Background: an optimization exercise with open tools, aiming at small area. Do not read the settings as production practice.
In this exercise RTL edits were held to simulation tests only and were not proved equivalent to the original.

## flow/design.v (module list and top-level ports; edited modules follow where they fit)
// module hamming_window: 1205 lines
// module mul_fa: 4 lines
// module ha_m: 4 lines
// module aoi222m: 4 lines
// module oa22m: 3 lines
// module oa21m: 3 lines
// module aoi221m: 3 lines
// module aoi21m: 3 lines
// module mux2im: 3 lines
// module oai22m: 3 lines
// module or2m: 3 lines
// module nand2m: 3 lines
// module nor2m: 3 lines
// module inv_m: 3 lines
// module and2m: 3 lines
// module xor2m: 3 lines
// module xnor2m: 3 lines
// module xor3m: 3 lines
// module carry2: 3 lines
// module gp_t: 4 lines
// module gp_n: 4 lines
// module chain_aoi: 3 lines
// module chain_oai: 3 lines
// module rom_dd: 415 lines
// module rom_fix: 137 lines
// module k_a211o: 3 lines
// module k_a21o: 3 lines
// module k_a221o: 3 lines
// module k_a31o: 3 lines
// module k_a31oi: 3 lines
// module k_a32o: 3 lines
// module k_a32oi: 3 lines
// module k_and2: 3 lines
// module k_and3: 3 lines
// module k_inv: 3 lines
// module k_nand2: 3 lines
// module k_nand2b: 3 lines
// module k_nand3: 3 lines
// module k_nand4: 3 lines
// module k_nor2: 3 lines
// module k_o2111a: 3 lines
// module k_o21a: 3 lines
// module k_o21ai: 3 lines
// module k_o221a: 3 lines
// module k_o22ai: 3 lines
// module k_o311a: 3 lines
// module k_o311ai: 3 lines
// module k_o31a: 3 lines
// module k_xnor2: 3 lines
module hamming_window #(
    parameter DATA_WIDTH = 16,
    parameter WINDOW_SIZE = 1024
)(
    input wire clk,
    input wire rst_n,
    input wire [DATA_WIDTH-1:0] data_in,
    input wire data_valid,
    output wire [DATA_WIDTH-1:0] data_out,
    output wire data_out_valid
);
  // ...
==> flow/flow/run.sh <==
#!/bin/bash
# Layout flow: the standard layout (standard.sh: standard synthesis, floorplan,
# placement, CTS, routing, finish) with one change: the buffers that ORFS puts on
# every input and output port are the smallest buffer, sky130_fd_sc_hd__buf_1,
# instead of ORFS's default choice.  Each tool's full output stays in the ORFS
# log folder (orfs/logs/...); make's own output goes to flow_make.log.
set -euo pipefail
export BUFFER_PORTS_ARGS="-buffer_cell sky130_fd_sc_hd__buf_1"
bash standard.sh finish > flow_make.log 2>&1
==> flow/standard.sh <==
#!/bin/bash
# synth_recipe.tcl (not shown) runs the flow's synth.tcl, then flattens the netlist and writes it again
# the make line also repeats each setting of config.mk as NAME=value (left out here)
make -C /OpenROAD-flow-scripts/flow DESIGN_CONFIG=/design/flow/config.mk WORK_HOME=/design/flow/orfs CLKGATE_MAP_FILE= SYNTH_SCRIPT=/design/flow/synth_recipe.tcl "${@:-finish}"
==> flow/config.mk <==
export PLATFORM = sky130hd
export DESIGN_NAME = hamming_window
export DESIGN_NICKNAME = hamming_window
export VERILOG_FILES = /design/flow/design.v
export SDC_FILE = /design/flow/constraint.sdc
export NUM_CORES = 4
export LEC_CHECK = 0
export CAP_MARGIN = 20
export CORE_MARGIN = 2
export CORE_UTILIZATION = 65
export PLACE_DENSITY = 0.75
export SLEW_MARGIN = 20
export SYNTH_HIERARCHICAL = 1
export SYNTH_MEMORY_MAX_BITS = 32768
export SYNTH_MINIMUM_KEEP_SIZE = 0
==> flow/constraint.sdc <==
create_clock -name core_clock -period 10.0 [get_ports {clk}]
set_input_delay 2.0000 -clock core_clock [delete_from_list [all_inputs] [get_ports {clk}]]
set_output_delay 2.0000 -clock core_clock [all_outputs]
set_load 0.01 [all_outputs]
==> impl_metrics.env, run 1 <==
export IMPL_finalSetupViolCount=0
export IMPL_layout_commonest_cell="xor2_1"
export IMPL_core_um2=12500
export IMPL_use_met1=0.503
export IMPL_dieArea_um2=13500
export IMPL_yosysMostFrequentCell="xor2_1"
export IMPL_layout_setup_ws_ns=2.05
export IMPL_cpLargestDelayFamily="compound AO/OA/AOI/OAI gates"
export IMPL_ant_nets=0
export IMPL_ys_ff_latch=49
export IMPL_reg2reg_from="window_index[9]"
export IMPL_hold_worst_slack_ns=0.511
export IMPL_grt_first_pass_wirelength_um=39100
export IMPL_status="timing/DRC/antenna clean"
export IMPL_criticalPathCategory="in2reg"
export IMPL_critical_path_depth=29
export IMPL_grtUsageTotal=0.371
export IMPL_met3_length_um=2310
export IMPL_multiInputGateArea_um2=6790
export IMPL_buffers=53
export IMPL_synth_mux_area_frac=0
export IMPL_worst_ep_required_time_ns=10.23
export IMPL_synth_top_family_by_area="adder cells"
export IMPL_antenna_found_initial=0
export IMPL_via_per_inst=6.56
export IMPL_synth_common_cells="152 x xor2_1, 122 x o22ai_1, 116 x fa_1"
export IMPL_ctsHoldBuffers=0
export IMPL_max_slew_worst_pin_slew_ns=1.03
export IMPL_period_share=0.795
export IMPL_wl_met1_um=9380
export IMPL_fin_util=0.710
export IMPL_wl_um=24000
export IMPL_worstHoldStart="slope[0]"
==> inputs of run 2 (changes only) <==
--- a/flow/design.v
+++ b/flow/design.v
@@ -958,237 +958,223 @@
 gp_t ug582 (.a(co511), .b(s512), .g(g582), .p(p583));
 wire cn584;
 chain_aoi ucn584 (.g(g582), .p(p583), .c(c581), .cn(cn584));
 wire gn585, pn586;
 gp_n ugn585 (.a(co513), .b(s514), .gn(gn585), .pn(pn586));
 wire c587;
 chain_oai uc587 (.gn(gn585), .pn(pn586), .cn(cn584), .c(c587));
 wire s588, co589;
-ha_m us588 (.a(co515), .b(s516), .s(s588), .co(co589));
-wire s590;
-xor2m us590 (.a(s588), .b(c587), .s(s590));
-wire cn591;
-chain_aoi ucn591 (.g(co589), .p(s588), .c(c587), .cn(cn591));
-wire gn592, pn593;
-gp_n ugn592 (.a(co517), .b(s518), .gn(gn592), .pn(pn593));
+mul_fa us588 (.a(co515), .b(s516), .c(c587), .s(s588), .co(co589));
+wire s590, co591;
+mul_fa us590 (.a(co517), .b(s518), .c(co589), .s(s590), .co(co591));
+wire s592, co593;
+ha_m us592 (.a(co519), .b(s520), .s(s592), .co(co593));
 wire s594;
-xor2m us594 (.a(co517), .b(s518), .s(s594));
-wire s595;
-xnor2m us595 (.a(s594), .b(cn591), .s(s595));
-wire c596;
-chain_oai uc596 (.gn(gn592), .pn(pn593), .cn(cn591), .c(c596));
+xor2m us594 (.a(s592), .b(co591), .s(s594));
+wire cn595;
+chain_aoi ucn595 (.g(co593), .p(s592), .c(co591), .cn(cn595));
+wire y596;
+inv_m uy596 (.a(cn595), .y(y596));
 wire s597, co598;
-ha_m us597 (.a(co519), .b(s520), .s(s597), .co(co598));
-wire s599;
-xor2m us599 (.a(s597), .b(c596), .s(s599));
-wire cn600;
-chain_aoi ucn600 (.g(co598), .p(s597), .c(c596), .cn(cn600));
-wire gn601, pn602;
-gp_n ugn601 (.a(co521), .b(s522), .gn(gn601), .pn(pn602));
-wire s603;
-xor2m us603 (.a(co521), .b(s522), .s(s603));
-wire s604;
-xnor2m us604 (.a(s603), .b(cn600), .s(s604));
-wire c605;
-chain_oai uc605 (.gn(gn601), .pn(pn602), .cn(cn600), .c(c605));
-wire s606, co607;
-ha_m us606 (.a(co523), .b(s524), .s(s606), .co(co607));
-wire s608;
-xor2m us608 (.a(s606), .b(c605), .s(s608));
-wire cn609;
-chain_aoi ucn609 (.g(co607), .p(s606), .c(c605), .cn(cn609));
-wire gn610, pn611;
-gp_n ugn610 (.a(co525), .b(s526), .gn(gn610), .pn(pn611));
-wire s612;
-xor2m us612 (.a(co525), .b(s526), .s(s612));
-wire s613;
-xnor2m us613 (.a(s612), .b(cn609), .s(s613));
-wire c614;
-chain_oai uc614 (.gn(gn610), .pn(pn611), .cn(cn609), .c(c614));
-wire s615, co616;
-ha_m us615 (.a(co527), .b(s528), .s(s615), .co(co616));
-wire s617;
-xor2m us617 (.a(s615), .b(c614), .s(s617));
-wire cn618;
-chain_aoi ucn618 (.g(co616), .p(s615), .c(c614), .cn(cn618));
-wire gn619, pn620;
-gp_n ugn619 (.a(co529), .b(s530), .gn(gn619), .pn(pn620));
-wire s621;
-xor2m us621 (.a(co529), .b(s530), .s(s621));
-wire s622;
-xnor2m us622 (.a(s621), .b(cn618), .s(s622));
-wire c623;
-chain_oai uc623 (.gn(gn619), .pn(pn620), .cn(cn618), .c(c623));
-wire s624, co625;
-ha_m us624 (.a(s532), .b(co531), .s(s624), .co(co625));
-wire s626;
-xor2m us626 (.a(s624), .b(c623), .s(s626));
-wire cn627;
-chain_aoi ucn627 (.g(co625), .p(s624), .c(c623), .cn(cn627));
-wire gn628, pn629;
-gp_n ugn628 (.a(co533), .b(s534), .gn(gn628), .pn(pn629));
-wire s630;
-xor2m us630 (.a(co533), .b(s534), .s(s630));
-wire s631;
-xnor2m us631 (.a(s630), .b(cn627), .s(s631));
-wire c632;
-chain_oai uc632 (.gn(gn628), .pn(pn629), .cn(cn627), .c(c632));
-wire s633, co634;
-ha_m us633 (.a(co535), .b(s536), .s(s633), .co(co634));
-wire s635;
-xor2m us635 (.a(s633), .b(c632), .s(s635));
-wire cn636;
-chain_aoi ucn636 (.g(co634), .p(s633), .c(c632), .cn(cn636));
-wire gn637, pn638;
-gp_n ugn637 (.a(s538), .b(co537), .gn(gn637), .pn(pn638));
-wire s639;
-xor2m us639 (.a(s538), .b(co537), .s(s639));
-wire s640;
-xnor2m us640 (.a(s639), .b(cn636), .s(s640));
-wire c641;
-chain_oai uc641 (.gn(gn637), .pn(pn638), .cn(cn636), .c(c641));
-wire s642, co643;
-ha_m us642 (.a(s540), .b(co539), .s(s642), .co(co643));
-wire s644;
-xor2m us644 (.a(s642), .b(c641), .s(s644));
-wire cn645;
-chain_aoi ucn645 (.g(co643), .p(s642), .c(c641), .cn(cn645));
-wire gn646, pn647;
-gp_n ugn646 (.a(s542), .b(co541), .gn(gn646), .pn(pn647));
-wire s648;
-xor2m us648 (.a(s542), .b(co541), .s(s648));
-wire s649;
-xnor2m us649 (.a(s648), .b(cn645), .s(s649));
-wire c650;
-chain_oai uc650 (.gn(gn646), .pn(pn647), .cn(cn645), .c(c650));
+mul_fa us597 (.a(co521), .b(s522), .c(y596), .s(s597), .co(co598));
+wire s599, co600;
+ha_m us599 (.a(co523), .b(s524), .s(s599), .co(co600));
+wire s601;
+xor2m us601 (.a(s599), .b(co598), .s(s601));
+wire cn602;
+chain_aoi ucn602 (.g(co600), .p(s599), .c(co598), .cn(cn602));
+wire gn603, pn604;
+gp_n ugn603 (.a(co525), .b(s526), .gn(gn603), .pn(pn604));
+wire s605;
+xor2m us605 (.a(co525), .b(s526), .s(s605));
+wire s606;
+xnor2m us606 (.a(s605), .b(cn602), .s(s606));
+wire c607;
+chain_oai uc607 (.gn(gn603), .pn(pn604), .cn(cn602), .c(c607));
+wire s608, co609;
+ha_m us608 (.a(co527), .b(s528), .s(s608), .co(co609));
+wire s610;
+xor2m us610 (.a(s608), .b(c607), .s(s610));
+wire cn611;
+chain_aoi ucn611 (.g(co609), .p(s608), .c(c607), .cn(cn611));
+wire gn612, pn613;
+gp_n ugn612 (.a(co529), .b(s530), .gn(gn612), .pn(pn613));
+wire s614;
+xor2m us614 (.a(co529), .b(s530), .s(s614));
+wire s615;
+xnor2m us615 (.a(s614), .b(cn611), .s(s615));
+wire c616;
+chain_oai uc616 (.gn(gn612), .pn(pn613), .cn(cn611), .c(c616));
+wire s617, co618;
+ha_m us617 (.a(s532), .b(co531), .s(s617), .co(co618));
+wire s619;
+xor2m us619 (.a(s617), .b(c616), .s(s619));
+wire cn620;
+chain_aoi ucn620 (.g(co618), .p(s617), .c(c616), .cn(cn620));
+wire gn621, pn622;
+gp_n ugn621 (.a(co533), .b(s534), .gn(gn621), .pn(pn622));
+wire s623;
+xor2m us623 (.a(co533), .b(s534), .s(s623));
+wire s624;
+xnor2m us624 (.a(s623), .b(cn620), .s(s624));
+wire c625;
+chain_oai uc625 (.gn(gn621), .pn(pn622), .cn(cn620), .c(c625));
+wire s626, co627;
+ha_m us626 (.a(co535), .b(s536), .s(s626), .co(co627));
+wire s628;
+xor2m us628 (.a(s626), .b(c625), .s(s628));
+wire cn629;
+chain_aoi ucn629 (.g(co627), .p(s626), .c(c625), .cn(cn629));
+wire gn630, pn631;
+gp_n ugn630 (.a(s538), .b(co537), .gn(gn630), .pn(pn631));
+wire s632;
+xor2m us632 (.a(s538), .b(co537), .s(s632));
+wire s633;
+xnor2m us633 (.a(s632), .b(cn629), .s(s633));
+wire c634;
+chain_oai uc634 (.gn(gn630), .pn(pn631), .cn(cn629), .c(c634));
+wire s635, co636;
+ha_m us635 (.a(s540), .b(co539), .s(s635), .co(co636));
+wire s637;
+xor2m us637 (.a(s635), .b(c634), .s(s637));
+wire cn638;
+chain_aoi ucn638 (.g(co636), .p(s635), .c(c634), .cn(cn638));
+wire gn639, pn640;
+gp_n ugn639 (.a(s542), .b(co541), .gn(gn639), .pn(pn640));
+wire s641;
+xor2m us641 (.a(s542), .b(co541), .s(s641));
+wire s642;
+xnor2m us642 (.a(s641), .b(cn638), .s(s642));
+wire c643;
+chain_oai uc643 (.gn(gn639), .pn(pn640), .cn(cn638), .c(c643));
+wire s644, co645;
+ha_m us644 (.a(y327), .b(co543), .s(s644), .co(co645));
+wire s646;
+xor2m us646 (.a(s644), .b(c643), .s(s646));
+assign prod_hi = {s646, s642, s637, s633, s628, s624, s619, s615, s610, s606, s601, s597, s594, s590, s588};
+wire s647, co648;
+ha_m us647 (.a(window_index[0]), .b(data_valid), .s(s647), .co(co648));
+wire s649, co650;
+ha_m us649 (.a(window_index[1]), .b(co648), .s(s649), .co(co650));
 wire s651, co652;
-ha_m us651 (.a(y327), .b(co543), .s(s651), .co(co652));
-wire s653;
-xor2m us653 (.a(s651), .b(c650), .s(s653));
-assign prod_hi = {s653, s649, s644, s640, s635, s631, s626, s622, s617, s613, s608, s604, s599, s595, s590};
-wire s654, co655;
-ha_m us654 (.a(window_index[0]), .b(data_valid), .s(s654), .co(co655));
-wire s656, co657;
-ha_m us656 (.a(window_index[1]), .b(co655), .s(s656), .co(co657));
-wire s658, co659;
-ha_m us658 (.a(window_index[2]), .b(co657), .s(s658), .co(co659));
-wire s660, co661;
-ha_m us660 (.a(window_index[3]), .b(co659), .s(s660), .co(co661));
-wire s662, co663;
-ha_m us662 (.a(window_index[4]), .b(co661), .s(s662), .co(co663));
-wire s664, co665;
-ha_m us664 (.a(window_index[5]), .b(co663), .s(s664), .co(co665));
-wire s666, co667;
-ha_m us666 (.a(window_index[6]), .b(co665), .s(s666), .co(co667));
-wire s668, co669;
-ha_m us668 (.a(window_index[7]), .b(co667), .s(s668), .co(co669));
-wire s670, co671;
-ha_m us670 (.a(window_index[8]), .b(co669), .s(s670), .co(co671));
+ha_m us651 (.a(window_index[2]), .b(co650), .s(s651), .co(co652));
+wire s653, co654;
+ha_m us653 (.a(window_index[3]), .b(co652), .s(s653), .co(co654));
+wire s655, co656;
+ha_m us655 (.a(window_index[4]), .b(co654), .s(s655), .co(co656));
+wire s657, co658;
+ha_m us657 (.a(window_index[5]), .b(co656), .s(s657), .co(co658));
+wire s659, co660;
+ha_m us659 (.a(window_index[6]), .b(co658), .s(s659), .co(co660));
+wire s661, co662;
+ha_m us661 (.a(window_index[7]), .b(co660), .s(s661), .co(co662));
+wire s663, co664;
+ha_m us663 (.a(window_index[8]), .b(co662), .s(s663), .co(co664));
+wire s665;
+xor2m us665 (.a(window_index[9]), .b(co664), .s(s665));
+wire s666;
+xor2m us666 (.a(window_index[0]), .b(window_index[9]), .s(s666));
+wire s667;
+xor2m us667 (.a(window_index[1]), .b(window_index[9]), .s(s667));
+wire s668;
+xor2m us668 (.a(window_index[2]), .b(window_index[9]), .s(s668));
+wire s669;
+xor2m us669 (.a(window_index[3]), .b(window_index[9]), .s(s669));
+wire s670;
+xor2m us670 (.a(window_index[4]), .b(window_index[9]), .s(s670));
+wire s671;
+xor2m us671 (.a(window_index[5]), .b(window_index[9]), .s(s671));
 wire s672;
-xor2m us672 (.a(window_index[9]), .b(co671), .s(s672));
+xor2m us672 (.a(window_index[6]), .b(window_index[9]), .s(s672));
 wire s673;
-xor2m us673 (.a(window_index[0]), .b(window_index[9]), .s(s673));
+xor2m us673 (.a(window_index[7]), .b(window_index[9]), .s(s673));
 wire s674;
-xor2m us674 (.a(window_index[1]), .b(window_index[9]), .s(s674));
-wire s675;
-xor2m us675 (.a(window_index[2]), .b(window_index[9]), .s(s675));
-wire s676;
-xor2m us676 (.a(window_index[3]), .b(window_index[9]), .s(s676));
-wire s677;
-xor2m us677 (.a(window_index[4]), .b(window_index[9]), .s(s677));
-wire s678;
-xor2m us678 (.a(window_index[5]), .b(window_index[9]), .s(s678));
-wire s679;
-xor2m us679 (.a(window_index[6]), .b(window_index[9]), .s(s679));
-wire s680;
-xor2m us680 (.a(window_index[7]), .b(window_index[9]), .s(s680));
-wire s681;
-xor2m us681 (.a(window_index[8]), .b(window_index[9]), .s(s681));
-wire [8:0] mirror_index = {s681, s680, s679, s678, s677, s676, s675, s674, s673};
+xor2m us674 (.a(window_index[8]), .b(window_index[9]), .s(s674));
+wire [8:0] mirror_index = {s674, s673, s672, s671, s670, s669, s668, s667, s666};
 wire [2:0] dd_sym, dd_fix;
 rom_dd u_rom_dd (.m(mirror_index), .dd(dd_sym));
 rom_fix u_rom_fix (.j(window_index), .c(dd_fix));
-wire s682, co683;
-ha_m us682 (.a(dd_sym[0]), .b(dd_fix[0]), .s(s682), .co(co683));
-wire s684, co685;
-mul_fa us684 (.a(dd_sym[1]), .b(dd_fix[1]), .c(co683), .s(s684), .co(co685));
-wire s686;
-xor3m us686 (.a(dd_sym[2]), .b(dd_fix[2]), .c(co685), .s(s686));
-wire co687;
-and2m uco687 (.a(s682), .b(data_valid), .co(co687));
-wire co688;
-and2m uco688 (.a(s684), .b(data_valid), .co(co688));
-wire co689;
-and2m uco689 (.a(s686), .b(data_valid), .co(co689));
-wire s690, co691;
-ha_m us690 (.a(slope[0]), .b(co687), .s(s690), .co(co691));
-wire s692, co693;
-mul_fa us692 (.a(slope[1]), .b(co688), .c(co691), .s(s692), .co(co693));
-wire s694, co695;
-mul_fa us694 (.a(slope[2]), .b(co689), .c(co693), .s(s694), .co(co695));
-wire s696, co697;
-mul_fa us696 (.a(slope[3]), .b(co689), .c(co695), .s(s696), .co(co697));
-wire s698, co699;
-mul_fa us698 (.a(slope[4]), .b(co689), .c(co697), .s(s698), .co(co699));
-wire s700, co701;
-mul_fa us700 (.a(slope[5]), .b(co689), .c(co699), .s(s700), .co(co701));
-wire s702, co703;
-mul_fa us702 (.a(slope[6]), .b(co689), .c(co701), .s(s702), .co(co703));
-wire s704;
-xor3m us704 (.a(slope[7]), .b(co689), .c(co703), .s(s704));
+wire s675, co676;
+ha_m us675 (.a(dd_sym[0]), .b(dd_fix[0]), .s(s675), .co(co676));
+wire s677, co678;
+mul_fa us677 (.a(dd_sym[1]), .b(dd_fix[1]), .c(co676), .s(s677), .co(co678));
+wire s679;
+xor3m us679 (.a(dd_sym[2]), .b(dd_fix[2]), .c(co678), .s(s679));
+wire co680;
+and2m uco680 (.a(s675), .b(data_valid), .co(co680));
+wire co681;
+and2m uco681 (.a(s677), .b(data_valid), .co(co681));
+wire co682;
+and2m uco682 (.a(s679), .b(data_valid), .co(co682));
+wire s683, co684;
+ha_m us683 (.a(slope[0]), .b(co680), .s(s683), .co(co684));
+wire s685, co686;
+mul_fa us685 (.a(slope[1]), .b(co681), .c(co684), .s(s685), .co(co686));
+wire s687, co688;
+mul_fa us687 (.a(slope[2]), .b(co682), .c(co686), .s(s687), .co(co688));
+wire s689, co690;
+mul_fa us689 (.a(slope[3]), .b(co682), .c(co688), .s(s689), .co(co690));
+wire s691, co692;
+mul_fa us691 (.a(slope[4]), .b(co682), .c(co690), .s(s691), .co(co692));
+wire s693, co694;
+mul_fa us693 (.a(slope[5]), .b(co682), .c(co692), .s(s693), .co(co694));
+wire s695, co696;
+mul_fa us695 (.a(slope[6]), .b(co682), .c(co694), .s(s695), .co(co696));
+wire s697;
+xor3m us697 (.a(slope[7]), .b(co682), .c(co696), .s(s697));
+wire co698;
+and2m uco698 (.a(slope[0]), .b(data_valid), .co(co698));
+wire co699;
+and2m uco699 (.a(slope[1]), .b(data_valid), .co(co699));
+wire co700;
+and2m uco700 (.a(slope[2]), .b(data_valid), .co(co700));
+wire co701;
+and2m uco701 (.a(slope[3]), .b(data_valid), .co(co701));
+wire co702;
+and2m uco702 (.a(slope[4]), .b(data_valid), .co(co702));
+wire co703;
+and2m uco703 (.a(slope[5]), .b(data_valid), .co(co703));
+wire co704;
+and2m uco704 (.a(slope[6]), .b(data_valid), .co(co704));
 wire co705;
-and2m uco705 (.a(slope[0]), .b(data_valid), .co(co705));
-wire co706;
-and2m uco706 (.a(slope[1]), .b(data_valid), .co(co706));
-wire co707;
-and2m uco707 (.a(slope[2]), .b(data_valid), .co(co707));
-wire co708;
-and2m uco708 (.a(slope[3]), .b(data_valid), .co(co708));
-wire co709;
-and2m uco709 (.a(slope[4]), .b(data_valid), .co(co709));
-wire co710;
-and2m uco710 (.a(slope[5]), .b(data_valid), .co(co710));
-wire co711;
-and2m uco711 (.a(slope[6]), .b(data_valid), .co(co711));
-wire co712;
-and2m uco712 (.a(slope[7]), .b(data_valid), .co(co712));
-wire s713, co714;
-ha_m us713 (.a(coeff[0]), .b(co705), .s(s713), .co(co714));
-wire s715, co716;
-mul_fa us715 (.a(coeff[1]), .b(co706), .c(co714), .s(s715), .co(co716));
-wire s717, co718;
-mul_fa us717 (.a(coeff[2]), .b(co707), .c(co716), .s(s717), .co(co718));
-wire s719, co720;
-mul_fa us719 (.a(coeff[3]), .b(co708), .c(co718), .s(s719), .co(co720));
-wire s721, co722;
-mul_fa us721 (.a(coeff[4]), .b(co709), .c(co720), .s(s721), .co(co722));
-wire s723, co724;
-mul_fa us723 (.a(coeff[5]), .b(co710), .c(co722), .s(s723), .co(co724));
-wire s725, co726;
-mul_fa us725 (.a(coeff[6]), .b(co711), .c(co724), .s(s725), .co(co726));
-wire s727, co728;
-mul_fa us727 (.a(coeff[7]), .b(co712), .c(co726), .s(s727), .co(co728));
-wire s729, co730;
-mul_fa us729 (.a(coeff[8]), .b(co712), .c(co728), .s(s729), .co(co730));
-wire s731, co732;
-mul_fa us731 (.a(coeff[9]), .b(co712), .c(co730), .s(s731), .co(co732));
-wire s733, co734;
-mul_fa us733 (.a(coeff[10]), .b(co712), .c(co732), .s(s733), .co(co734));
-wire s735, co736;
-mul_fa us735 (.a(coeff[11]), .b(co712), .c(co734), .s(s735), .co(co736));
-wire s737, co738;
-mul_fa us737 (.a(coeff[12]), .b(co712), .c(co736), .s(s737), .co(co738));
-wire s739, co740;
-mul_fa us739 (.a(coeff[13]), .b(co712), .c(co738), .s(s739), .co(co740));
-wire s741;
-xor3m us741 (.a(coeff[14]), .b(co712), .c(co740), .s(s741));
-wire [9:0] window_index_next = {s672, s670, s668, s666, s664, s662, s660, s658, s656, s654};
-wire [7:0] slope_next = {s704, s702, s700, s698, s696, s694, s692, s690};
-wire [14:0] coeff_next = {s741, s739, s737, s735, s733, s731, s729, s727, s725, s723, s721, s719, s717, s715, s713};
+and2m uco705 (.a(slope[7]), .b(data_valid), .co(co705));
+wire s706, co707;
+ha_m us706 (.a(coeff[0]), .b(co698), .s(s706), .co(co707));
+wire s708, co709;
+mul_fa us708 (.a(coeff[1]), .b(co699), .c(co707), .s(s708), .co(co709));
+wire s710, co711;
+mul_fa us710 (.a(coeff[2]), .b(co700), .c(co709), .s(s710), .co(co711));
+wire s712, co713;
+mul_fa us712 (.a(coeff[3]), .b(co701), .c(co711), .s(s712), .co(co713));
+wire s714, co715;
+mul_fa us714 (.a(coeff[4]), .b(co702), .c(co713), .s(s714), .co(co715));
+wire s716, co717;
+mul_fa us716 (.a(coeff[5]), .b(co703), .c(co715), .s(s716), .co(co717));
+wire s718, co719;
+mul_fa us718 (.a(coeff[6]), .b(co704), .c(co717), .s(s718), .co(co719));
+wire s720, co721;
+mul_fa us720 (.a(coeff[7]), .b(co705), .c(co719), .s(s720), .co(co721));
+wire s722, co723;
+mul_fa us722 (.a(coeff[8]), .b(co705), .c(co721), .s(s722), .co(co723));
+wire s724, co725;
+mul_fa us724 (.a(coeff[9]), .b(co705), .c(co723), .s(s724), .co(co725));
+wire s726, co727;
+mul_fa us726 (.a(coeff[10]), .b(co705), .c(co725), .s(s726), .co(co727));
+wire s728, co729;
+mul_fa us728 (.a(coeff[11]), .b(co705), .c(co727), .s(s728), .co(co729));
+wire s730, co731;
+mul_fa us730 (.a(coeff[12]), .b(co705), .c(co729), .s(s730), .co(co731));
+wire s732, co733;
+mul_fa us732 (.a(coeff[13]), .b(co705), .c(co731), .s(s732), .co(co733));
+wire s734;
+xor3m us734 (.a(coeff[14]), .b(co705), .c(co733), .s(s734));
+wire [9:0] window_index_next = {s665, s663, s661, s659, s657, s655, s653, s651, s649, s647};
+wire [7:0] slope_next = {s697, s695, s693, s691, s689, s687, s685, s683};
+wire [14:0] coeff_next = {s734, s732, s730, s728, s726, s724, s722, s720, s718, s716, s714, s712, s710, s708, s706};
 always @(posedge clk or negedge rst_n) begin
     if (!rst_n) begin
         window_index <= 10'd1;
         coeff        <= 15'd2621;
         slope        <= 8'd0;
         result_valid <= 1'b0;
     end else begin
         result_valid <= data_valid;
==> impl_metrics.env, run 2 <==
export IMPL_cpLargestDelayFamily="adder cells"
export IMPL_cpMostUsedCell="a21oi_2"
export IMPL_die_x_um=116
export IMPL_htreeDepth=2
export IMPL_end_kind="register"
export IMPL_dp_cells=1124
export IMPL_arrival_ns=8.62
export IMPL_crit_path_max_incr_delay_ns=0.53
export IMPL_fmax_mhz=119
export IMPL_clk_latency_ns=0.31
export IMPL_path_clk_slew_ns=0.08
export IMPL_fin_setup_tns_ns=0
export IMPL_clockRootBuffer="clkbuf_16"
export IMPL_grt_overflow=0
export IMPL_fp_row_count=40
export IMPL_syn_inst=903
export IMPL_yosysTopAreaCell="fa_1"
export IMPL_cts_inserted_buffers=5
export IMPL_ctsHoldBuffers=0
export IMPL_core_um2=12200
export IMPL_grt_pass1_vias=8065
export IMPL_cp_slowest_cell="fa_1"
export IMPL_layout_common_cells="149 x xor2_1, 122 x o22ai_1, 119 x fa_1, 91 x nand2_1, 86 x nor2_1"
export IMPL_cts_tree="yes"
export IMPL_reg2reg_depth=31
export IMPL_reg2reg_from="window_index[9]"
export IMPL_synth_common_cells="149 x xor2_1, 122 x o22ai_1, 119 x fa_1"
export IMPL_period_share=0.841
export IMPL_cp_max_fo=16
export IMPL_fin_crit_ns=8.41
export IMPL_yosysMostFrequentCell="xor2_1"
export IMPL_max_slew_margin=0.287
export IMPL_cts_resized=0
export IMPL_via_per_inst=6.78
export IMPL_die_y_um=116
export IMPL_antenna_found_initial=0
export IMPL_worst_path_buf_inv=3
export IMPL_synth_edf_count=0
export IMPL_start_util=0.672
export IMPL_maxCapViolCount=0
export IMPL_cts_path_max_buffers=2
export IMPL_async_reset_ff_frac=0.694
export IMPL_criticalPathCategory="in2reg"
export IMPL_netlist_area_um2=8170
export IMPL_ant_nets=0
export IMPL_whs_endpoint="slope[0]"
export IMPL_ys_ff_latch=49
export IMPL_firstDrtPassIters=7
export IMPL_slew_viol_final=0
export IMPL_first_iter_violations=1034
export IMPL_rrSetupSlack_ns=2.05
export IMPL_rsz0062_at_grt="false"
export IMPL_fin_skew_ns=0.0141
export IMPL_nNetsFinal=1132
export IMPL_holdPathStages=1
export IMPL_post_cts_setup_buffers=0
export IMPL_layout_commonest_cell="xor2_1"
export IMPL_numPortBuffers=34
export IMPL_fillers=884
export IMPL_synth_area_per_cell_um2=9.05
export IMPL_status="timing/DRC/antenna clean"
export IMPL_area_growth_pct=7.64
export IMPL_drive_gt1_frac=0.0560
export IMPL_dpl_hpwl_um=17100
export IMPL_avgRoutedWirePerCell_um=20.9
export IMPL_io_pin_count=36
export IMPL_ys_flop_type="dfrtp_1"
export IMPL_final_hold_violation_count=0
export IMPL_synth_top_area_share=0.292
export IMPL_post_dp_cell_area_um2=8640
export IMPL_cts_sinks=49
export IMPL_synth_cell_type_count=36
export IMPL_dieArea_um2=13500
export IMPL_place_gp_congestion=1.03
export IMPL_yosysSeqAreaShare=0.142
export IMPL_yosysWarnings=7
export IMPL_hold_path_class="reg2reg"
export IMPL_grt_first_pass_wirelength_um=39100
export IMPL_grt_max_degree=35
export IMPL_drcViolationCount=0
export IMPL_r2r_end="slope[7]"
export IMPL_start_kind="primary input"
export IMPL_finalSetupViolCount=0
export IMPL_worstHoldStart="slope[0]"
export IMPL_diodes=0
export IMPL_fin_cells=1132
export IMPL_worst_ep_required_time_ns=10.20
export IMPL_wl_um=23700
export IMPL_yosys_top_cells_area="fa_1 29%, xor2_1 16%, o22ai_1 9.3%"
export IMPL_max_slew_worst_pin_slew_ns=1.07
export IMPL_vias=7676
export IMPL_grtUsageTotal=0.373
export IMPL_reg_largest_list="coeff x15, result_hi x15, window_index x10"
export IMPL_stdcell_area_um2=8790
## run 2: changes by cell type after synthesis
cell,previous run,this run
xnor2_1,16,14
nand2_1,93,91
a21oi_2,14,13
inv_1,68,69
nor2_1,88,86
xor2_1,152,149
o21ai_1,49,47
ha_1,32,31
fa_1,116,119
## run 2: worst max path at each step
stage                           start       endpoint  slack, ns  depth (start not counted)
after floorplan           data_in[13]  result_hi[14]       2.17                         26
after global placement     data_in[6]  result_hi[14]       1.62                         30
after detailed placement   data_in[5]  result_hi[14]       1.33                         30
after CTS                  data_in[5]  result_hi[14]       1.66                         30
after global routing       data_in[4]  result_hi[14]       1.28                         32
final                      data_in[5]  result_hi[14]       1.59                         30
## run 2: modules after synthesis, one instance, submodules excluded, excerpt
module,cell area [um^2],cells,flip-flops and latches,times used
gp_t,13.8,2,0,7
k_a31o,8.76,1,0,1
k_o221a,11.3,1,0,1
and2m,6.26,1,0,12
nor2m,3.75,1,0,16
k_o2111a,11.3,1,0,1
xor3m,23.8,1,0,3
k_o31a,8.76,1,0,1
k_a32oi,8.76,1,0,2
k_nand2,3.75,1,0,57
k_nand4,6.26,1,0,3
k_o21a,7.51,1,0,1
## run 2: cell families after synthesis
kind of cell,share of synthesized area
AOI/OAI and AO/OA,0.168
DFF,0.142
xor gates and xnor gates,0.183
and+or+nand+nor,0.134
buffers and inverters,0.0326
other,0.000459
adders and majority gates,0.339
## run 2: metal layers
layer  up-vias  share of wire  GRT usage
li1       3239              -          -
met1      3634           0.37      0.501
met2       642           0.46      0.579
met3       161           0.12     0.0742
met4         0          0.055      0.202
met5         -              0          0
## run 2: stage by stage
stage,worst slack [ns],util,hold slack [ns]
6_report,1.59,0.723,0.501
5_1_grt,1.28,0.723,0.559
4_1_cts,1.66,0.723,0.504
3_5_place_dp,1.33,0.710,0.488
3_3_place_gp,1.62,0.710,0.484
2_1_floorplan,2.17,-,0.471
## run 2: final cells by class
type | instances | area, um^2 | area share
multi-input combinational | 787 | 6750 | 0.768
clock inverter | 3 | 28.8 | 0.00327
tap | 168 | 210 | 0.0239
inverter | 69 | 259 | 0.0295
timing repair buffer | 51 | 256 | 0.0292
clock buffer | 5 | 125 | 0.0142
sequential | 49 | 1160 | 0.132
==> inputs of run 3 (changes only) <==
--- a/flow/config.mk
+++ b/flow/config.mk
@@ -9,4 +9,5 @@
 export CORE_MARGIN = 2
 export CORE_UTILIZATION = 65
+export CTS_BUF_LIST = sky130_fd_sc_hd__clkbuf_8
 export PLACE_DENSITY = 0.75
 export SLEW_MARGIN = 20
==> impl_metrics.env, run 3 <==
export IMPL_core_um2=12200
export IMPL_criticalPathCategory="in2reg"
export IMPL_finalSetupViolCount=0
export IMPL_numPortBuffers=34
export IMPL_worst_ep_required_time_ns=10.23
export IMPL_place_gp_congestion=1.03
export IMPL_cpMostUsedCell="a21oi_2"
export IMPL_yosysSeqAreaShare=0.142
export IMPL_layout_commonest_cell="xor2_1"
export IMPL_clk_latency_ns=0.33
export IMPL_reg2reg_depth=30
export IMPL_first_iter_violations=870
export IMPL_cts_path_max_buffers=2
export IMPL_grt_pass1_vias=8105
export IMPL_cts_tree="yes"
export IMPL_stdcell_area_um2=8740
export IMPL_synth_area_per_cell_um2=9.05
export IMPL_ctsHoldBuffers=0
export IMPL_crit_path_max_incr_delay_ns=0.53
export IMPL_async_reset_ff_frac=0.694
export IMPL_worst_path_buf_inv=3
export IMPL_io_pin_count=36
export IMPL_avgRoutedWirePerCell_um=20.7
export IMPL_startpoint="data_in[6]"
export IMPL_syn_inst=903
export IMPL_final_hold_violation_count=0
export IMPL_yosys_top_cells_area="fa_1 29%, xor2_1 16%, o22ai_1 9.3%"
export IMPL_fin_skew_ns=0.0181
export IMPL_clockRootBuffer="clkbuf_8"
export IMPL_die_x_um=116
export IMPL_fmax_mhz=119
export IMPL_path_clk_slew_ns=0.12
export IMPL_whs_endpoint="slope[0]"
export IMPL_slew_viol_final=0
export IMPL_arrival_ns=8.62
export IMPL_period_share=0.839
export IMPL_synth_edf_count=0
export IMPL_cp_max_fo=16
export IMPL_grt_first_pass_wirelength_um=38700
export IMPL_start_util=0.672
export IMPL_r2r_end="slope[7]"
export IMPL_diodes=0
export IMPL_antenna_found_initial=0
export IMPL_grt_overflow=0
export IMPL_ant_nets=0
export IMPL_layout_common_cells="149 x xor2_1, 122 x o22ai_1, 119 x fa_1, 91 x nand2_1, 86 x nor2_1"
export IMPL_rrSetupSlack_ns=2.06
export IMPL_nNetsFinal=1132
export IMPL_via_per_inst=6.79
export IMPL_start_kind="primary input"
export IMPL_drive_gt1_frac=0.0560
export IMPL_area_growth_pct=6.95
export IMPL_maxCapViolCount=0
export IMPL_synth_cell_type_count=36
export IMPL_status="timing/DRC/antenna clean"
export IMPL_max_slew_worst_pin_slew_ns=1.07
export IMPL_fin_setup_tns_ns=0
export IMPL_vias=7681
export IMPL_yosysWarnings=7
export IMPL_cts_inserted_buffers=5
export IMPL_post_cts_setup_buffers=0
export IMPL_wl_um=23400
export IMPL_firstDrtPassIters=7
export IMPL_cts_resized=0
export IMPL_reg_largest_list="coeff x15, result_hi x15, window_index x10"
export IMPL_max_slew_margin=0.284
export IMPL_ys_flop_type="dfrtp_1"
export IMPL_dpl_hpwl_um=17100
export IMPL_rsz0062_at_grt="false"
export IMPL_grtUsageTotal=0.367
export IMPL_cts_sinks=49
export IMPL_worstHoldStart="slope[0]"
export IMPL_hold_path_class="reg2reg"
export IMPL_yosysMostFrequentCell="xor2_1"
export IMPL_cp_slowest_cell="fa_1"
export IMPL_reg2reg_from="window_index[9]"
export IMPL_cpLargestDelayFamily="adder cells"
export IMPL_dieArea_um2=13500
export IMPL_grt_max_degree=35
export IMPL_die_y_um=116
export IMPL_netlist_area_um2=8170
export IMPL_drcViolationCount=0
export IMPL_post_dp_cell_area_um2=8640
export IMPL_synth_common_cells="149 x xor2_1, 122 x o22ai_1, 119 x fa_1"
export IMPL_fin_crit_ns=8.39
export IMPL_fp_row_count=40
export IMPL_holdPathStages=1
export IMPL_ys_ff_latch=49
export IMPL_htreeDepth=2
export IMPL_synth_top_area_share=0.292
export IMPL_end_kind="register"
export IMPL_yosysTopAreaCell="fa_1"
-- run 3: cell counts after synthesis --
No cell type changed its count.
-- run 3: worst max-delay path by stage --
| stage | to | slack [ns] | depth (start not counted) |
|---|---|---|---|
| 2_1_floorplan | result_hi[14] | 2.17 | 26 |
| 3_3_place_gp | result_hi[14] | 1.62 | 30 |
| 3_5_place_dp | result_hi[14] | 1.33 | 30 |
| 4_1_cts | result_hi[14] | 1.67 | 30 |
| 5_1_grt | result_hi[14] | 1.34 | 32 |
| 6_report | result_hi[14] | 1.61 | 30 |
-- run 3: kinds of logic after synthesis --
logic type / count (synthesis) / synth area share
AND/OR/NAND/NOR: 252 / 0.134
AO/OA/AOI/OAI: 215 / 0.168
XOR/XNOR: 166 / 0.183
adder cells (fa/ha/maj): 150 / 0.339
buffers and inverters: 70 / 0.0326
flip-flops: 49 / 0.142
other: 1 / 0.000459
-- run 3: final cells by class --
class,count,area (um^2)
Multi-Input combinational cell,787,6750
Clock inverter,3,28.8
Tap cell,168,210
Inverter,69,259
Clock buffer,5,68.8
Fill cell,889,3420
Sequential cell,49,1160
Timing Repair Buffer,51,256
-- run 3: worst register-to-register path: cells and delay by family, from the launching register on --
kind	cells	cell delay, ns
compound gates	8	1.99
xor+xnor	2	0.33
fa+ha+maj	8	2.97
buf+inv	4	0.65
flops	1	0.73
simple gates	8	1.15
-- run 3: Yosys stat by module, one instance, submodules excluded, excerpt --
module	cells inside	copies in the design	flops+latches	cell area [um^2]
k_a31oi	1	15	0	6.26
k_o22ai	1	2	0	6.26
k_a21o	1	2	0	7.51
xor3m	1	3	0	23.8
k_nand2	1	57	0	3.75
nand2m	1	22	0	3.75
k_xnor2	1	1	0	8.76
k_o31a	1	1	0	8.76
mul_fa	1	119	0	20.0
xor2m	1	149	0	8.76
oai22m	1	120	0	6.26
k_nand2b	1	2	0	6.26
-- run 3: metal layers --
metal,global-route usage,vias to the layer above,wire length (um)
li1,-,3245,-
met1,0.488,3648,8450
met2,0.574,649,10900
met3,0.0737,139,2980
met4,0.198,0,1170
met5,0,-,0
-- run 3: per-stage QoR --
| stage | hold slack [ns] | std cells | worst slack, ns | utilization |
|---|---|---|---|---|
| floorplan | 0.471 | 906 | 2.17 | - |
| global placement | 0.484 | 1124 | 1.62 | 0.710 |
| detailed placement | 0.488 | 1124 | 1.33 | 0.710 |
| CTS | 0.549 | 1132 | 1.67 | 0.718 |
| global route | 0.597 | 1132 | 1.34 | 0.718 |
| finish | 0.563 | 1132 | 1.61 | 0.718 |

separate check: timing with driven ports:
No port has a modelled driver above. Below, the same layouts with a new extraction and two added sets of constraints. Step 1, drivers: a clkbuf_16 drives clk and a buf_2 each remaining input, both assumed. Step 2 also shifts input and output timing later by t, the mid clock arrival at the registers, as if the neighbouring blocks saw the same clock. Slacks: ideal ports / drivers / drivers and shift; pairs: ideal ports / drivers.
| run | t (ns) | setup WS [ns] | hold slack, ns | slew at the worst register clock pin (ns) | worst slew at a driven data input, ns |
|---|---|---|---|---|---|
| run 1 | 0.333 | 2.053 / 2.069 / 1.736 | 0.511 / 0.511 / 0.511 | 0.08 / 0.08 | 0.04 |
| run 2 | 0.339 | 1.586 / 1.605 / 1.266 | 0.501 / 0.501 / 0.501 | 0.08 / 0.08 | 0.03 |
| run 3 | 0.351 | 1.614 / 1.626 / 1.276 | 0.563 / 0.563 / 0.563 | 0.12 / 0.12 | 0.03 |
After both steps setup and hold are still met in every run listed. For run 3, which loses most, drivers alone change the setup slack by +0.012 ns; drivers and shift together by -0.338 ns.
